Background: an optimization exercise with open tools, aiming at small area, a short achievable clock period and few clock cycles per item. Do not read the settings as production practice. Where RTL was checked, it was by simulation tests only, not by an equivalence proof against the original.

## run 1
Design simple_generic_matrix_mult, start of the top module:
module simple_generic_matrix_mult #(
    parameter integer M = 3,
    parameter integer N = 3,
    parameter integer P = 3,
    parameter integer DATA_WIDTH = 8
)(
    input  wire clk,
    input  wire rst,
    input  wire start,
    input  wire signed [DATA_WIDTH-1:0] a_in,
    input  wire [$clog2(M*N)-1:0] a_addr,
    input  wire a_wen,
    input  wire signed [DATA_WIDTH-1:0] b_in,
    input  wire [$clog2(N*P)-1:0] b_addr,
    input  wire b_wen,
    output reg [2*DATA_WIDTH-1:0] c_out,
    output reg c_valid,
    output reg done
);
    localparam integer E = 1;    
    reg [3:0] t;
    wire rd = start | ((t != 0) & (t <= 8));           
    wire rot_b = rd;                                    
    wire rot_a = rd & ((t == 2) | (t == 5) | (t == 8));  
    always @(posedge clk or posedge rst) begin
        if (rst) begin
            t <= 0;
            c_valid <= 0;
            done <= 0;
        end else begin
            c_valid <= (t >= E) && (t <= E + 8) && (t != 0 || start);
            done <= (t == E + 8);
            t <= (t == E + 8) ? 4'd0 : (start || t != 0) ? t + 4'd1 : 4'd0;
        end
    end
    reg [7:0] A [0:8];
    reg [7:0] B [0:8];
    integer x;
    always @(posedge clk) begin
        for (x = 0; x < 9; x = x + 1) begin
            if (rot_a) A[x] <= A[(x + 3) % 9];
            else if (a_wen && a_addr == x) A[x] <= a_in;
            if (rot_b) B[x] <= B[(x % 3 == 2) ? x - 2 : x + 1];
            else if (b_wen && b_addr == x) B[x] <= b_in;
        end
    end
    wire [7:0] ma0 = A[0], ma1 = A[1], ma2 = A[2];
    wire [7:0] mb0 = B[0], mb1 = B[3], mb2 = B[6];
    wire [7:0] a0 = ma0, a1 = ma1, a2 = ma2, b0 = mb0, b1 = mb1, b2 = mb2;
  ...
Size in the first run: ~970 cells after synthesis, about 210 flip-flops, about 47 I/O pins.
==> flow/config.mk <==
export PLATFORM = sky130hd
export DESIGN_NAME = simple_generic_matrix_mult
export DESIGN_NICKNAME = simple_generic_matrix_mult
export VERILOG_FILES = /design/flow/design.v
export SDC_FILE = /design/flow/constraint.sdc
export NUM_CORES = 4
export LEC_CHECK = 0
export ABC_CLOCK_PERIOD_IN_PS = 3000
export CAP_MARGIN = 20
export CORE_MARGIN = 2
export CORE_UTILIZATION = 40
export CTS_BUF_LIST = sky130_fd_sc_hd__clkbuf_4
export SLEW_MARGIN = 20
export SYNTH_HIERARCHICAL = 1
export SYNTH_MINIMUM_KEEP_SIZE = 0
==> flow/constraint.sdc <==
create_clock -name core_clock -period 10.0 [get_ports {clk}]
set_input_delay 2.0000 -clock core_clock [delete_from_list [all_inputs] [get_ports {clk}]]
set_output_delay 2.0000 -clock core_clock [all_outputs]
set_load 0.01 [all_outputs]
standard.sh (not shown) runs the stock make flow with config.mk's settings and CLKGATE_MAP_FILE= SYNTH_SCRIPT=/design/flow/synth_recipe.tcl, a recipe that flattens the netlist after the stock synthesis.
==> flow/flow/run.sh <==
#!/bin/bash
set -euo pipefail
bash standard.sh SETUP_SLACK_MARGIN=7 finish > standard_flow.log 2>&1
Testbench counts of run 1, summed over its fixed seeds: cycles 30,400, items 14,400.
diff inputs: run 1 => run 2
Settings: CTS_BUF_LIST: sky130_fd_sc_hd__clkbuf_4 -> sky130_fd_sc_hd__clkbuf_8.
==> flow/flow/run.sh <==
#!/bin/bash
set -euo pipefail
bash standard.sh SETUP_SLACK_MARGIN=6.7 finish > standard_flow.log 2>&1
--- outcome ---
- Run 2 does better than run 1 on wire length of the first global-routing pass.
- Between run 2 and run 1, utilization after layout is higher for run 1, run 2 comes in under that.
- Comparing run 1 with run 2, the worst-case setup slack after placement came out essentially unchanged.
- From run 1 to run 2 the numbers moved as follows: critical path depth higher; fmax fell 3.3%; synthesis-to-layout area growth fell by 7.8 points; final setup slack of the worst path went down 0.11 ns.
- Run 2 against run 1: worst hold slack was more or less identical; routed wire length went down by 1.4 mm.
Here is what was changed in the inputs of run 3 compared with run 2.
Settings: an added CTS_CLUSTER_DIAMETER of 60; an added CTS_CLUSTER_SIZE of 14.
==> flow/flow/run.sh <==
#!/bin/bash
set -euo pipefail
bash standard.sh SETUP_SLACK_MARGIN=7 finish > standard_flow.log 2>&1
[summary]
Comparing cell count for run 2 and run 3, the smaller number came from run 2.
When run 3 is measured against run 2, its routed wire length turns out 3.2% higher.

---

Another version of the RTL of simple_generic_matrix_mult (not shown whole).
For scale: roughly 820 cells after synthesis, about 220 flip-flops, ~47 I/O pins.
// simple_generic_matrix_mult
module simple_generic_matrix_mult #(
    parameter integer M = 3,
    parameter integer N = 3,
    parameter integer P = 3,
    parameter integer DATA_WIDTH = 8
)(
    input  wire clk,
    input  wire rst,
    input  wire start,
    input  wire signed [DATA_WIDTH-1:0] a_in,
    input  wire [$clog2(M*N)-1:0] a_addr,
    input  wire a_wen,
    input  wire signed [DATA_WIDTH-1:0] b_in,
    input  wire [$clog2(N*P)-1:0] b_addr,
    input  wire b_wen,
    output reg [2*DATA_WIDTH-1:0] c_out,
    output reg c_valid,
    output reg done
);
export LEC_CHECK = 0
export ABC_CLOCK_PERIOD_IN_PS = 3000
export CAP_MARGIN = 20
export CORE_MARGIN = 2
export CORE_UTILIZATION = 40
export SLEW_MARGIN = 20
export SYNTH_HIERARCHICAL = 1
export SYNTH_MINIMUM_KEEP_SIZE = 0
create_clock -name core_clock -period 10.0 [get_ports {clk}]
==> flow/flow/run.sh <==
#!/bin/bash
set -euo pipefail
bash standard.sh SETUP_SLACK_MARGIN=7 finish > standard_flow.log 2>&1
==> next run, changes <==
==> flow/run.sh (new file) <==
#!/bin/bash
# synth_recipe.tcl (not shown) runs the flow's synth.tcl, then flattens the netlist and writes it again
# the make line also repeats each setting of config.mk as NAME=value (left out here)
make -C /OpenROAD-flow-scripts/flow DESIGN_CONFIG=/design/flow/config.mk WORK_HOME=/design/flow/orfs CLKGATE_MAP_FILE= SYNTH_SCRIPT=/design/flow/synth_recipe.tcl finish
- SETUP_SLACK_MARGIN: default -> 5
removed: flow/flow/run.sh
removed: flow/standard.sh
Effect:
- The new run ran to the end with no violations
- clock-buffer cell count goes down by 6
- hold slack improves by 0.0040 ns
- final cell count goes down by 5.2%
- setup slack degrades by 0.45 ns
- wire length goes down by 7.6%
- register-to-register slack degrades by 0.45 ns
- design area goes down by 8.7%
- utilization goes down by 4.6 points
- critical path depth goes down by 1
==> next run, changes <==
==> flow/flow/run.sh (new file) <==
#!/bin/bash
set -euo pipefail
bash standard.sh SETUP_SLACK_MARGIN=6 finish > standard_flow.log 2>&1
==> flow/standard.sh (new file) <==
#!/bin/bash
# synth_recipe.tcl (not shown) runs the flow's synth.tcl, then flattens the netlist and writes it again
# the make line also repeats each setting of config.mk as NAME=value (left out here)
make -C /OpenROAD-flow-scripts/flow DESIGN_CONFIG=/design/flow/config.mk WORK_HOME=/design/flow/orfs CLKGATE_MAP_FILE= SYNTH_SCRIPT=/design/flow/synth_recipe.tcl "${@:-finish}"
- SETUP_SLACK_MARGIN: 5 -> default
removed: flow/run.sh
=> The new run passed the timing, design-rule and antenna checks; final cell count barely changes; synthesized cell count does not change; routed wire length is about the same; final area barely changes; core utilization barely changes; die area is unchanged; critical path depth is unchanged; clock-buffer cell count is unchanged; global-route usage stays flat.
No functional check of the RTL was part of any run of this note.

---

RTL: one of the versions met above, not the one the previous note started from.
For scale: ~210 flip-flops, roughly 47 I/O pins, ~13000 sq um of cells after synthesis.
export LEC_CHECK = 0
export ABC_CLOCK_PERIOD_IN_PS = 3000
export CAP_MARGIN = 20
export CORE_MARGIN = 2
export CORE_UTILIZATION = 40
export CTS_BUF_LIST = sky130_fd_sc_hd__clkbuf_8
export SLEW_MARGIN = 20
export SYNTH_HIERARCHICAL = 1
export SYNTH_MINIMUM_KEEP_SIZE = 0
create_clock -name core_clock -period 10.0 [get_ports {clk}]
==> flow/flow/run.sh <==
#!/bin/bash
set -euo pipefail
bash standard.sh SETUP_SLACK_MARGIN=7 finish > standard_flow.log 2>&1
Testbench counts at the start, summed over its fixed seeds: cycles 30,400, items 14,400.
Then changed:
CTS_CLUSTER_DIAMETER = 60   (was default)
CTS_CLUSTER_SIZE = 18   (was default)
=>
- worst setup slack improves by 0.0069 ns
- hold slack improves by 0.0043 ns
- maximum frequency barely changes
- routed wire length shrinks by about 4%
- cell count shrinks by 3.7%
- synthesized cell count is unchanged
- critical path depth does not change
- die area does not change
- via count shrinks by about 2.7%

---

simple_generic_matrix_mult, a different RTL version from the one above (not shown whole).
For scale: about 820 cells after synthesis, roughly 200 flip-flops, about 47 I/O pins.
clock: 10.0 ns
lec_check: 0
cap_margin: 20
core_margin: 2
core_utilization: 40
slew_margin: 20
synth_hierarchical: 1
synth_minimum_keep_size: 0
run.sh (not shown) runs the stock make flow with config.mk's settings and CLKGATE_MAP_FILE= SYNTH_SCRIPT=/design/flow/synth_recipe.tcl, a recipe that flattens the netlist after the stock synthesis.
Stock flow here: none of the scripts above is used.
The first run went through all stages and came out clean.
Then changed:
ABC_CLOCK_PERIOD_IN_PS = 3000   (was not set)
SETUP_SLACK_MARGIN = 5   (was not set)
What happened:
- worst setup slack gains 0.68 ns
- design area climbs by 1.2%
- utilization climbs by 0.57 points
- non-clock buffer count goes up by 17
- critical path depth increases by 2
- synthesized area is unchanged
- fmax goes up by about 14%
No run of this note included a check of the RTL's function; only the layout flow was run.

---

simple_generic_matrix_mult, a different RTL version from the one above (not shown whole).
For scale: roughly 1,100 cells after synthesis, roughly 47 I/O pins, roughly 12,000 sq um of cells after synthesis.
export LEC_CHECK = 0
export ABC_CLOCK_PERIOD_IN_PS = 3000
export CAP_MARGIN = 20
export CORE_MARGIN = 2
export CORE_UTILIZATION = 40
export CTS_BUF_LIST = sky130_fd_sc_hd__clkbuf_8
export CTS_CLUSTER_DIAMETER = 60
export CTS_CLUSTER_SIZE = 14
export SLEW_MARGIN = 20
export SYNTH_HIERARCHICAL = 1
export SYNTH_MINIMUM_KEEP_SIZE = 0
create_clock -name core_clock -period 10.0 [get_ports {clk}]
standard.sh (not shown) runs the stock make flow with config.mk's settings and CLKGATE_MAP_FILE= SYNTH_SCRIPT=/design/flow/synth_recipe.tcl, a recipe that flattens the netlist after the stock synthesis.
Scripts as last shown in full above: flow/flow/run.sh
Testbench counts at the start, summed over its fixed seeds: cycles 30,400, items 14,400.
==> next run, changes <==
==> flow/flow/run.sh (replaced) <==
#!/bin/bash
set -euo pipefail
bash standard.sh SETUP_SLACK_MARGIN=7.15 finish > standard_flow.log 2>&1
--- a/flow/config.mk
+++ b/flow/config.mk
@@ -10,3 +10,3 @@
 export CORE_MARGIN = 2
-export CORE_UTILIZATION = 40
+export CORE_UTILIZATION = 70
 export CTS_BUF_LIST = sky130_fd_sc_hd__clkbuf_8
What happened:
- die area is lower by 42%
- sequential share of layout area stays flat
- worst hold slack barely changes
- routed wire length grows by 3.0%
- worst setup slack improved by 0.066 ns
==> next run, changes <==
==> flow/flow/run.sh (replaced) <==
#!/bin/bash
set -euo pipefail
bash standard.sh SETUP_SLACK_MARGIN=7 "BUFFER_PORTS_ARGS=-buffer_cell sky130_fd_sc_hd__buf_2" finish > standard_flow.log 2>&1
Result:
- flip-flop and latch count is unchanged
- synthesized area stays the same
- cell count drops by 2.9%
- setup slack got worse by 0.031 ns
- cell area goes down by 5.3%
- die area stays the same
- global-route usage goes down by 1.4 points
- fmax shrinks by 0.99%
- clock skew is lower by 0.017 ns

-- what the ideal ports hide --
How much do the figures lean on ideal ports? The routed layouts below were timed once more, with nothing changed but the port constraints.
Step 1 sets driving cells, clkbuf_16 on the clock port and buf_2 on the other inputs (assumed; they add their load-dependent delay and slew).
Step 2 also shifts input and output timing later by t, the mid clock arrival at the registers, as if the neighbouring blocks saw the same clock.
Three values: ideal ports, drivers, drivers and shift; two values: the first two.
| run | t (ns) | setup WS [ns] | hold WS [ns] | worst setup path at the end | slew at the worst register clock pin (ns) |
|---|---|---|---|---|---|
| run 1 | 0.693 | 6.813 / 6.771 / 6.277 | 0.356 / 0.356 / 0.356 | input to register | 0.08 / 0.08 |
| run 2 | 0.579 | 6.702 / 6.723 / 6.144 | 0.354 / 0.354 / 0.354 | input to register | 0.06 / 0.06 |
| run 3 | 0.593 | 6.943 / 6.896 / 6.488 | 0.360 / 0.360 / 0.360 | input to register | 0.09 / 0.09 |
| the first run of note 2 | 0.579 | 6.434 / 6.434 / 6.434 | 0.327 / 0.327 / 0.327 | register to register | 0.06 / 0.06 |
| the second run of note 2 | 0.588 | 5.983 / 5.983 / 5.869 | 0.331 / 0.331 / 0.331 | input to register | 0.07 / 0.07 |
| the third run of note 2 | 0.587 | 6.158 / 6.158 / 5.860 | 0.330 / 0.330 / 0.330 | input to register | 0.07 / 0.07 |
| the first run of note 3 | 0.595 | 6.940 / 6.893 / 6.484 | 0.353 / 0.353 / 0.353 | input to register | 0.07 / 0.07 |
| the second run of note 3 | 0.595 | 6.947 / 6.900 / 6.451 | 0.358 / 0.358 / 0.358 | input to register | 0.12 / 0.12 |
| the first run of note 4 | 0.569 | 4.473 / 4.473 / 4.473 | 0.437 / 0.437 / 0.437 | register to register | 0.06 / 0.06 |
| the second run of note 4 | 0.569 | 5.155 / 5.155 / 5.155 | 0.437 / 0.437 / 0.437 | register to register | 0.07 / 0.07 |
| the first run of note 5 | 0.597 | 6.831 / 6.831 / 6.486 | 0.360 / 0.360 / 0.360 | input to register | 0.10 / 0.10 |
| the second run of note 5 | 0.569 | 6.898 / 6.898 / 6.430 | 0.360 / 0.360 / 0.360 | input to register | 0.10 / 0.10 |
| the third run of note 5 | 0.564 | 6.867 / 6.867 / 6.498 | 0.369 / 0.369 / 0.369 | input to register | 0.09 / 0.09 |
After both steps every run listed still meets setup and hold. The setup slack of run 2, which loses most, moves by +0.021 ns with the drivers and by -0.558 ns with both steps.
